What follows belongs to an exercise in optimizing a design on an open flow for a short achievable clock period and few clock cycles; a production flow would make more cautious choices. The RTL was checked by simulation tests, not by an equivalence proof against the original design. Power figures rest on the tool's default switching activity, not on a simulated workload.

==> inputs of build 72 <==
## opc6cpu
module opc6cpu(
    input[15:0] din,             
    input clk,
    input reset_b,
    input[1:0] int_b,            
    input clken,                 
    output vpa,
    output vda,
    output vio,
    output[15:0] dout,           
    output[15:0] address,        
    output rnw);                 
    localparam MOV=5'h0,AND=5'h1,OR=5'h2,XOR=5'h3,ADD=5'h4,ADC=5'h5,STO=5'h6,LD=5'h7,ROR=5'h8,JSR=5'h9,SUB=5'hA,SBC=5'hB,INC=5'hC,LSR=5'hD,DEC=5'hE,ASR=5'hF;
    localparam HLT=5'h10,BSWP=5'h11,PPSR=5'h12,GPSR=5'h13,RTI=5'h14,NOT=5'h15,OUT=5'h16,IN=5'h17,PUSH=5'h18,POP=5'h19,CMP=5'h1A,CMPC=5'h1B;
    localparam EI=3,S=2,C=1,Z=0,INT_VECTOR0=16'h0002,INT_VECTOR1=16'h0004;
    function [16:0] add16(input [15:0] a, input [15:0] b, input ci);
        reg [15:0] g, p, gg, pp, gn, pn;
        reg [16:0] c;
        integer i, d;
        begin
            g = a & b;
            p = a ^ b;
            gg = g; pp = p;
            for (d = 1; d < 16; d = d * 2) begin
                gn = gg; pn = pp;
                for (i = d; i < 16; i = i + 1) begin
                    gn[i] = gg[i] | (pp[i] & gg[i-d]);
                    pn[i] = pp[i] & pp[i-d];
                end
                gg = gn; pp = pn;
            end
            c[0] = ci;
            for (i = 1; i < 17; i = i + 1) c[i] = gg[i-1] | (pp[i-1] & ci);
            add16 = {c[16], p ^ c[15:0]};
        end
    endfunction
    function zero16(input [15:0] a, input [15:0] b, input ci);
        reg [15:0] k;
        begin
            k = {a[14:0] | b[14:0], ci};
            zero16 = ~|(a ^ b ^ k);
        end
    endfunction
    reg s_fet0, s_fet1, s_ead, s_rdm, s_exec, s_wrm, s_int;
    reg [15:0] RF_q[14:1];
    reg [15:0] PC_q, PCI_q;
    reg [3:0]  PSRI_q;
    reg [7:0]  PSR_q;
    reg [4:0]  op_q;
    reg [3:0]  src_q, dst_q;
    reg        ld_q, sto_q, wbk_q, io_q, src15_q, dst15_q, pred_q, direct_q;
    reg        c_log, c_add, c_sub, c_xor, c_gpsr, c_not, c_bswp, c_shr, c_def, c_ppsr, c_cmp, c_jsr, c_rti, c_wr;
    reg [15:0] OR_q, A_q, B_q, OPD_q, OPX_q;
    reg        cin_q;
    reg [15:0] F1S_q;      
  ...
==> flow/config.mk <==
export PLATFORM = sky130hd
export DESIGN_NAME = opc6cpu
export DESIGN_NICKNAME = opc6cpu
export VERILOG_FILES = /design/flow/design.v
export SDC_FILE = /design/flow/constraint.sdc
export NUM_CORES = 4
export LEC_CHECK = 0
export CAP_MARGIN = 20
export CORE_MARGIN = 2
export CORE_UTILIZATION = 40
export SETUP_SLACK_MARGIN = 4
export SLEW_MARGIN = 20
==> flow/constraint.sdc <==
create_clock -name core_clock -period 8.0 [get_ports {clk}]
set_input_delay 1.6000 -clock core_clock [delete_from_list [all_inputs] [get_ports {clk}]]
set_output_delay 1.6000 -clock core_clock [all_outputs]
set_load 0.01 [all_outputs]
run.sh (not shown) runs the stock make flow with config.mk's settings and CLKGATE_MAP_FILE= SYNTH_SCRIPT=/design/flow/synth_recipe.tcl, a recipe that flattens the netlist after the stock synthesis.
==> build 52: changes against build 72 <==
--- a/flow/design.v
+++ b/flow/design.v
@@ -11,29 +11,28 @@
     output[15:0] address,        
     output rnw);                 
     localparam MOV=5'h0,AND=5'h1,OR=5'h2,XOR=5'h3,ADD=5'h4,ADC=5'h5,STO=5'h6,LD=5'h7,ROR=5'h8,JSR=5'h9,SUB=5'hA,SBC=5'hB,INC=5'hC,LSR=5'hD,DEC=5'hE,ASR=5'hF;
     localparam HLT=5'h10,BSWP=5'h11,PPSR=5'h12,GPSR=5'h13,RTI=5'h14,NOT=5'h15,OUT=5'h16,IN=5'h17,PUSH=5'h18,POP=5'h19,CMP=5'h1A,CMPC=5'h1B;
     localparam EI=3,S=2,C=1,Z=0,INT_VECTOR0=16'h0002,INT_VECTOR1=16'h0004;
     function [16:0] add16(input [15:0] a, input [15:0] b, input ci);
-        reg [15:0] g, p, gg, pp, gn, pn;
+        reg [15:0] p, gg, pp, gn, pn;
         reg [16:0] c;
         integer i, d;
         begin
-            g = a & b;
             p = a ^ b;
-            gg = g; pp = p;
+            gg = a; pp = p;
             for (d = 1; d < 16; d = d * 2) begin
                 gn = gg; pn = pp;
                 for (i = d; i < 16; i = i + 1) begin
-                    gn[i] = gg[i] | (pp[i] & gg[i-d]);
+                    gn[i] = pp[i] ? gg[i-d] : gg[i];
                     pn[i] = pp[i] & pp[i-d];
                 end
                 gg = gn; pp = pn;
             end
             c[0] = ci;
-            for (i = 1; i < 17; i = i + 1) c[i] = gg[i-1] | (pp[i-1] & ci);
+            for (i = 1; i < 17; i = i + 1) c[i] = pp[i-1] ? ci : gg[i-1];
             add16 = {c[16], p ^ c[15:0]};
         end
     endfunction
     function zero16(input [15:0] a, input [15:0] b, input ci);
         reg [15:0] k;
         begin
@@ -49,13 +48,12 @@
     reg [4:0]  op_q;
     reg [3:0]  src_q, dst_q;
     reg        ld_q, sto_q, wbk_q, io_q, src15_q, dst15_q, pred_q, direct_q;
     reg        c_log, c_add, c_sub, c_xor, c_gpsr, c_not, c_bswp, c_shr, c_def, c_ppsr, c_cmp, c_jsr, c_rti, c_wr;
     reg [15:0] OR_q, A_q, B_q, OPD_q, OPX_q;
     reg        cin_q;
-    reg [15:0] F1S_q;      
     reg        rst_q;
     reg [1:0]  intb_q;
     reg [15:0] addr_q, dout_q;
     reg        vpa_q, vda_q, vio_q, rnw_q;
     assign address = addr_q;
     assign dout    = dout_q;
@@ -128,26 +126,23 @@
     wire [15:0] ex_src  = (d_src==4'hF) ? nb1 : src_f;      
     wire [15:0] ex_dst  = (d_dst==4'hF) ? nb1 : dst_f;
     wire [15:0] d_opd   = d_useor ? d_or : ex_src;
     wire        d_smem  = !d_long && (d_ld || d_sto);
     wire        d_sjmp  = !d_long && !d_page2 && (din[11:8]==4'h0) && (d_dst==4'hF) && !hw_int && !rti_d;
     wire        d_direct= d_smem && (d_op!=PUSH) && !rti_d;
-    wire        d_rtisc = !d_long && (d_op==RTI) && (d_dst==4'hF) && !hw_int && !rti_d;    
-    wire [15:0] f1_src  = F1S_q;
+    wire [15:0] f1_src  = src15_q ? PC_p1 : B_q;
     wire        f1_mem  = ld_q || sto_q;
     wire [16:0] f1_add  = add16(f1_src, din, 1'b0);
     wire [15:0] f1_sum  = f1_add[15:0];
     wire [15:0] f1_ea   = ((dst_q==4'h0) && !f1_mem) ? din : f1_sum;
     wire        f1_z    = zero16(f1_src, din, 1'b0);
     wire        f1_jmp  = c_jsr || ((op_q==MOV) && dst15_q);
     wire [15:0] e_src   = src15_q ? PC_q : B_q;
     wire [16:0] e_add   = add16(e_src, OR_q, 1'b0);
     wire [15:0] e_ea    = e_add[15:0];
     wire [16:0] B_a1    = add16(B_q, 16'd1, 1'b0);
-    wire [7:0]  psr_n   = c_rti ? {4'b0,PSRI_q} : psr_x;
-    wire [7:0]  f1_psr  = (c_jsr && !dst15_q) ? {PSR_q[7:3],f1_ea[15],PSR_q[C],(dst_q==4'h0) ? !(|din) : f1_z} : PSR_q;
     wire        disp    = s_fet0 || (s_exec && !x_toint && !x_jump);    
     wire        ld_d    = s_fet0 || s_exec;                               
     wire        C_next  = s_exec ? (c_rti ? PSRI_q[C] : psr_x[C]) : PSR_q[C];
     wire [15:0] vec     = (!intb_q[1]) ? INT_VECTOR1 : INT_VECTOR0;
     always @(posedge clk)
         if (clken) begin
@@ -168,13 +163,12 @@
                 c_rti   <= (d_op==RTI);
                 c_wr    <= d_wr;
                 cin_q   <= d_sub ? (din[8] ? C_next : 1'b1) : (din[8] & C_next);
                 OR_q    <= d_or;
                 A_q     <= ex_dst;
                 B_q     <= src_f;
-                F1S_q   <= (d_src==4'hF) ? nb2 : src_f;
                 OPD_q   <= d_opd;
                 OPX_q   <= d_opd ^ {16{d_sub}};
                 dout_q  <= val_dst;
                 pred_q  <= p;
                 direct_q<= d_direct;
             end
@@ -224,17 +218,12 @@
                         vpa_q  <= 1'b1;
                     end else if (d_long) begin
                         s_fet1 <= 1'b1;
                         PC_q   <= nb1;
                         addr_q <= nb1;
                         vpa_q  <= 1'b1;
-                    end else if (d_rtisc) begin
-                        s_fet0 <= 1'b1;
-                        PC_q   <= PCI_q;
-                        addr_q <= PCI_q;
-                        vpa_q  <= 1'b1;
                     end else if (d_sjmp) begin
                         s_fet0 <= 1'b1;
                         PC_q   <= val_src;
                         addr_q <= val_src;
                         vpa_q  <= 1'b1;
                     end else if (d_direct) begin
@@ -253,21 +242,16 @@
                         PC_q   <= nb1;
                         addr_q <= nb1;
                         vpa_q  <= 1'b1;
                     end
                 end
                 if (s_exec) begin
-                    PSR_q <= psr_n;
+                    PSR_q <= c_rti ? {4'b0,PSRI_q} : psr_x;
                     if (x_toint) begin
-                        s_fet0 <= 1'b1;
-                        vpa_q  <= 1'b1;
-                        PC_q   <= vec;
-                        addr_q <= vec;
-                        PCI_q  <= c_rti ? PCI_q : x_jump ? result : PC_q;
-                        PSRI_q <= psr_n[3:0];
-                        PSR_q  <= {psr_n[7:4],1'b0,psr_n[2:0]};
+                        s_int <= 1'b1;
+                        PC_q  <= c_rti ? PCI_q : x_jump ? result : PC_q;
                     end else if (x_jump) begin
                         s_fet0 <= 1'b1;
                         PC_q   <= c_rti ? PCI_q : result;
                         addr_q <= c_rti ? PCI_q : result;
                         vpa_q  <= 1'b1;
                     end
@@ -289,25 +273,22 @@
                         PC_q   <= PC_p1;
                         addr_q <= f1_ea;
                         vda_q  <= !io_q;
                         vio_q  <= io_q;
                         rnw_q  <= 1'b0;
                     end else if (f1_jmp) begin
-                        s_fet0 <= 1'b1;
-                        vpa_q  <= 1'b1;
-                        if (hw_int) begin
-                            PC_q   <= vec;
-                            addr_q <= vec;
-                            PCI_q  <= f1_ea;
-                            PSRI_q <= f1_psr[3:0];
-                            PSR_q  <= {f1_psr[7:4],1'b0,f1_psr[2:0]};
-                        end else begin
-                            PC_q   <= f1_ea;
-                            addr_q <= f1_ea;
-                            PSR_q  <= f1_psr;
+                        PC_q   <= f1_ea;
+                        addr_q <= f1_ea;
+                        if (hw_int)
+                            s_int <= 1'b1;
+                        else begin
+                            s_fet0 <= 1'b1;
+                            vpa_q  <= 1'b1;
                         end
+                        if (c_jsr && !dst15_q)
+                            PSR_q[S:Z] <= {f1_ea[15],PSR_q[C],(dst_q==4'h0) ? !(|din) : f1_z};
                     end else begin
                         s_exec <= 1'b1;
                         PC_q   <= PC_p1;
                         addr_q <= PC_p1;
                         vpa_q  <= 1'b1;
                     end
@@ -333,25 +314,20 @@
                 if (s_rdm) begin
                     s_exec <= 1'b1;
                     addr_q <= PC_q;
                     vpa_q  <= 1'b1;
                 end
                 if (s_wrm) begin
-                    s_fet0 <= 1'b1;
-                    vpa_q  <= 1'b1;
-                    if (hw_int) begin
-                        PC_q   <= vec;
-                        addr_q <= vec;
-                        PCI_q  <= PC_q;
-                        PSRI_q <= PSR_q[3:0];
-                        PSR_q[EI] <= 1'b0;
-                    end else
-                        addr_q <= PC_q;
+                    addr_q <= PC_q;
+                    if (hw_int)
+                        s_int <= 1'b1;
+                    else begin
+                        s_fet0 <= 1'b1;
+                        vpa_q  <= 1'b1;
+                    end
                 end
-                if (disp && p && d_rtisc)
-                    PSR_q <= {4'b0,PSRI_q};
                 if (s_int) begin
                     {PC_q,PCI_q,PSRI_q,PSR_q[EI]} <= {vec,PC_q,PSR_q[3:0],1'b0};
                     addr_q <= vec;
                     s_fet0 <= 1'b1;
                     vpa_q  <= 1'b1;
                 end
==> flow/config.mk (replaced) <==
export PLATFORM = sky130hd
export DESIGN_NAME = opc6cpu
export DESIGN_NICKNAME = opc6cpu
export VERILOG_FILES = /design/flow/design.v
export SDC_FILE = /design/flow/constraint.sdc
export NUM_CORES = 4
export LEC_CHECK = 0
export CAP_MARGIN = 40
export CORE_MARGIN = 2
export CORE_UTILIZATION = 40
export SETUP_SLACK_MARGIN = 4
export SLEW_MARGIN = 40
==> trial 11: changes against build 72 <==
--- a/flow/design.v
+++ b/flow/design.v
@@ -11,29 +11,28 @@
     output[15:0] address,        
     output rnw);                 
     localparam MOV=5'h0,AND=5'h1,OR=5'h2,XOR=5'h3,ADD=5'h4,ADC=5'h5,STO=5'h6,LD=5'h7,ROR=5'h8,JSR=5'h9,SUB=5'hA,SBC=5'hB,INC=5'hC,LSR=5'hD,DEC=5'hE,ASR=5'hF;
     localparam HLT=5'h10,BSWP=5'h11,PPSR=5'h12,GPSR=5'h13,RTI=5'h14,NOT=5'h15,OUT=5'h16,IN=5'h17,PUSH=5'h18,POP=5'h19,CMP=5'h1A,CMPC=5'h1B;
     localparam EI=3,S=2,C=1,Z=0,INT_VECTOR0=16'h0002,INT_VECTOR1=16'h0004;
     function [16:0] add16(input [15:0] a, input [15:0] b, input ci);
-        reg [15:0] g, p, gg, pp, gn, pn;
+        reg [15:0] p, gg, pp, gn, pn;
         reg [16:0] c;
         integer i, d;
         begin
-            g = a & b;
             p = a ^ b;
-            gg = g; pp = p;
+            gg = a; pp = p;
             for (d = 1; d < 16; d = d * 2) begin
                 gn = gg; pn = pp;
                 for (i = d; i < 16; i = i + 1) begin
-                    gn[i] = gg[i] | (pp[i] & gg[i-d]);
+                    gn[i] = pp[i] ? gg[i-d] : gg[i];
                     pn[i] = pp[i] & pp[i-d];
                 end
                 gg = gn; pp = pn;
             end
             c[0] = ci;
-            for (i = 1; i < 17; i = i + 1) c[i] = gg[i-1] | (pp[i-1] & ci);
+            for (i = 1; i < 17; i = i + 1) c[i] = pp[i-1] ? ci : gg[i-1];
             add16 = {c[16], p ^ c[15:0]};
         end
     endfunction
     function zero16(input [15:0] a, input [15:0] b, input ci);
         reg [15:0] k;
         begin
@@ -128,26 +127,23 @@
     wire [15:0] ex_src  = (d_src==4'hF) ? nb1 : src_f;      
     wire [15:0] ex_dst  = (d_dst==4'hF) ? nb1 : dst_f;
     wire [15:0] d_opd   = d_useor ? d_or : ex_src;
     wire        d_smem  = !d_long && (d_ld || d_sto);
     wire        d_sjmp  = !d_long && !d_page2 && (din[11:8]==4'h0) && (d_dst==4'hF) && !hw_int && !rti_d;
     wire        d_direct= d_smem && (d_op!=PUSH) && !rti_d;
-    wire        d_rtisc = !d_long && (d_op==RTI) && (d_dst==4'hF) && !hw_int && !rti_d;    
     wire [15:0] f1_src  = F1S_q;
     wire        f1_mem  = ld_q || sto_q;
     wire [16:0] f1_add  = add16(f1_src, din, 1'b0);
     wire [15:0] f1_sum  = f1_add[15:0];
     wire [15:0] f1_ea   = ((dst_q==4'h0) && !f1_mem) ? din : f1_sum;
     wire        f1_z    = zero16(f1_src, din, 1'b0);
     wire        f1_jmp  = c_jsr || ((op_q==MOV) && dst15_q);
     wire [15:0] e_src   = src15_q ? PC_q : B_q;
     wire [16:0] e_add   = add16(e_src, OR_q, 1'b0);
     wire [15:0] e_ea    = e_add[15:0];
     wire [16:0] B_a1    = add16(B_q, 16'd1, 1'b0);
-    wire [7:0]  psr_n   = c_rti ? {4'b0,PSRI_q} : psr_x;
-    wire [7:0]  f1_psr  = (c_jsr && !dst15_q) ? {PSR_q[7:3],f1_ea[15],PSR_q[C],(dst_q==4'h0) ? !(|din) : f1_z} : PSR_q;
     wire        disp    = s_fet0 || (s_exec && !x_toint && !x_jump);    
     wire        ld_d    = s_fet0 || s_exec;                               
     wire        C_next  = s_exec ? (c_rti ? PSRI_q[C] : psr_x[C]) : PSR_q[C];
     wire [15:0] vec     = (!intb_q[1]) ? INT_VECTOR1 : INT_VECTOR0;
     always @(posedge clk)
         if (clken) begin
@@ -224,17 +220,12 @@
                         vpa_q  <= 1'b1;
                     end else if (d_long) begin
                         s_fet1 <= 1'b1;
                         PC_q   <= nb1;
                         addr_q <= nb1;
                         vpa_q  <= 1'b1;
-                    end else if (d_rtisc) begin
-                        s_fet0 <= 1'b1;
-                        PC_q   <= PCI_q;
-                        addr_q <= PCI_q;
-                        vpa_q  <= 1'b1;
                     end else if (d_sjmp) begin
                         s_fet0 <= 1'b1;
                         PC_q   <= val_src;
                         addr_q <= val_src;
                         vpa_q  <= 1'b1;
                     end else if (d_direct) begin
@@ -253,21 +244,16 @@
                         PC_q   <= nb1;
                         addr_q <= nb1;
                         vpa_q  <= 1'b1;
                     end
                 end
                 if (s_exec) begin
-                    PSR_q <= psr_n;
+                    PSR_q <= c_rti ? {4'b0,PSRI_q} : psr_x;
                     if (x_toint) begin
-                        s_fet0 <= 1'b1;
-                        vpa_q  <= 1'b1;
-                        PC_q   <= vec;
-                        addr_q <= vec;
-                        PCI_q  <= c_rti ? PCI_q : x_jump ? result : PC_q;
-                        PSRI_q <= psr_n[3:0];
-                        PSR_q  <= {psr_n[7:4],1'b0,psr_n[2:0]};
+                        s_int <= 1'b1;
+                        PC_q  <= c_rti ? PCI_q : x_jump ? result : PC_q;
                     end else if (x_jump) begin
                         s_fet0 <= 1'b1;
                         PC_q   <= c_rti ? PCI_q : result;
                         addr_q <= c_rti ? PCI_q : result;
                         vpa_q  <= 1'b1;
                     end
@@ -289,25 +275,22 @@
                         PC_q   <= PC_p1;
                         addr_q <= f1_ea;
                         vda_q  <= !io_q;
                         vio_q  <= io_q;
                         rnw_q  <= 1'b0;
                     end else if (f1_jmp) begin
-                        s_fet0 <= 1'b1;
-                        vpa_q  <= 1'b1;
-                        if (hw_int) begin
-                            PC_q   <= vec;
-                            addr_q <= vec;
-                            PCI_q  <= f1_ea;
-                            PSRI_q <= f1_psr[3:0];
-                            PSR_q  <= {f1_psr[7:4],1'b0,f1_psr[2:0]};
-                        end else begin
-                            PC_q   <= f1_ea;
-                            addr_q <= f1_ea;
-                            PSR_q  <= f1_psr;
+                        PC_q   <= f1_ea;
+                        addr_q <= f1_ea;
+                        if (hw_int)
+                            s_int <= 1'b1;
+                        else begin
+                            s_fet0 <= 1'b1;
+                            vpa_q  <= 1'b1;
                         end
+                        if (c_jsr && !dst15_q)
+                            PSR_q[S:Z] <= {f1_ea[15],PSR_q[C],(dst_q==4'h0) ? !(|din) : f1_z};
                     end else begin
                         s_exec <= 1'b1;
                         PC_q   <= PC_p1;
                         addr_q <= PC_p1;
                         vpa_q  <= 1'b1;
                     end
@@ -333,25 +316,20 @@
                 if (s_rdm) begin
                     s_exec <= 1'b1;
                     addr_q <= PC_q;
                     vpa_q  <= 1'b1;
                 end
                 if (s_wrm) begin
-                    s_fet0 <= 1'b1;
-                    vpa_q  <= 1'b1;
-                    if (hw_int) begin
-                        PC_q   <= vec;
-                        addr_q <= vec;
-                        PCI_q  <= PC_q;
-                        PSRI_q <= PSR_q[3:0];
-                        PSR_q[EI] <= 1'b0;
-                    end else
-                        addr_q <= PC_q;
+                    addr_q <= PC_q;
+                    if (hw_int)
+                        s_int <= 1'b1;
+                    else begin
+                        s_fet0 <= 1'b1;
+                        vpa_q  <= 1'b1;
+                    end
                 end
-                if (disp && p && d_rtisc)
-                    PSR_q <= {4'b0,PSRI_q};
                 if (s_int) begin
                     {PC_q,PCI_q,PSRI_q,PSR_q[EI]} <= {vec,PC_q,PSR_q[3:0],1'b0};
                     addr_q <= vec;
                     s_fet0 <= 1'b1;
                     vpa_q  <= 1'b1;
                 end
==> flow/config.mk (replaced) <==
export PLATFORM = sky130hd
export DESIGN_NAME = opc6cpu
export DESIGN_NICKNAME = opc6cpu
export VERILOG_FILES = /design/flow/design.v
export SDC_FILE = /design/flow/constraint.sdc
export NUM_CORES = 4
export LEC_CHECK = 0
export CAP_MARGIN = 40
export CORE_MARGIN = 2
export CORE_UTILIZATION = 40
export SETUP_SLACK_MARGIN = 4
export SLEW_MARGIN = 40
==> summary.md <==
| Metric | Value |
|---|---|
| Run status | `no timing/DRC/antenna violations` |
| Inverter count | `roughly 120` |
| Total Wirelength | `192.6 mm` |
| Crit path depth | `15` |
| Net Sw Frac | `0.4088` |
| Max VDD drop | `slightly above 0.2 mV` |
| RR Endpoint | `addr_q[5]` |
| Metal3 WL | `between 30 and 40 mm` |
| Switch Pwr | `around 3.8 mW` |
| Comb power frac | `0.407` |
| Core area | `between 80000 and 90000 um^2` |
| Nets | `around 4400` |
| Clock Skew | `between 0.03 and 0.04 ns` |
Source of the figures above: build 72

==> summary.md <==
| Metric | Value |
|---|---|
| Syn nets | `4206` |
| RR Endpoint | `addr_q[13]` |
| Adder-cell area share of the yosys netlist | `0.03066` |
| Switch Pwr | `roughly 4 mW` |
| Nets | `4399` |
| Net Sw Frac | `0.4072` |
| Run status | `no timing/DRC/antenna violations` |
| Hold Path Origin | `PSRI_q[3]` |
| Total Wirelength | `between 200 and 250 mm` |
| Worst setup path end | `addr_q[13]` |
| H-tree levels | `2` |
| Crit path depth | `22` |
| Core area | `87970 um^2` |
| Clock Skew | `about 0.085 ns` |
| Inverter count | `122` |
| Metal3 WL | `approximately 26 mm` |
Source of the figures above: build 52

==> summary.md <==
| Metric | Value |
|---|---|
| Crit path depth | `15` |
| Net Sw Frac | `0.4014` |
| RR Endpoint | `PC_q[3]` |
| Routability cong. | `between 1 and 1.5` |
| Max VDD drop | `approximately 0.18 mV` |
| Pint | `between 5 and 6 mW` |
| Run status | `no timing/DRC/antenna violations` |
| Clock Skew | `about 0.077 ns` |
| CTS root buffer | `clkbuf_16` |
| Switch Pwr | `roughly 3.7 mW` |
| Yosys top cell by area | `edfxtp_1` |
| Routed vias/inst | `between 6 and 7` |
| Total Wirelength | `approximately 180 mm` |
| Count leader, synth | `nand2_1` |
| Gr busiest metal | `met2` |
| Inverter count | `approximately 120` |
| Core area | `87970 um^2` |
| Antenna-violating nets left | `0` |
| Metal3 WL | `around 28 mm` |
| Nets | `4239` |
Source of the figures above: trial 11

Testbench counts of build 72, summed over its fixed seeds: cycles 109,470.
Testbench counts of build 52, summed over its fixed seeds: cycles 110,478.
Testbench counts of trial 11, summed over its fixed seeds: cycles 110,478.

## afterwards: timing with drivers on the ports
The results above use ideal ports. As a check the final layouts listed here were re-extracted and re-timed, cells and wires unchanged. Step 1: set_driving_cell puts a clkbuf_16 on clk and a buf_2 on each other input, an assumption about the parent block. Step 2 adds t to the input delays and takes it off the output delays; t is the mean of the earliest and latest rising clock arrival at the registers after step 1. Input paths then give back, and output paths get back, about the clock's delay inside the block. Three values: no drivers, after step 1, after step 2; two values: the first two.
run | t, ns | setup WS [ns] | latest minus earliest clock arrival (ns) | worst register clock-pin slew, ns
build 72 | 0.740 | 3.817 / 3.709 / 2.969 | 0.038 / 0.039 | 0.07 / 0.07
build 52 | 0.717 | 3.341 / 3.341 / 2.756 | 0.085 / 0.084 | 0.08 / 0.08
trial 11 | 0.716 | 3.831 / 3.830 / 3.125 | 0.078 / 0.077 | 0.07 / 0.07
After both steps setup and hold are still met in every run listed. For build 72, which loses most, drivers alone change the setup slack by -0.108 ns; drivers and shift together by -0.848 ns.
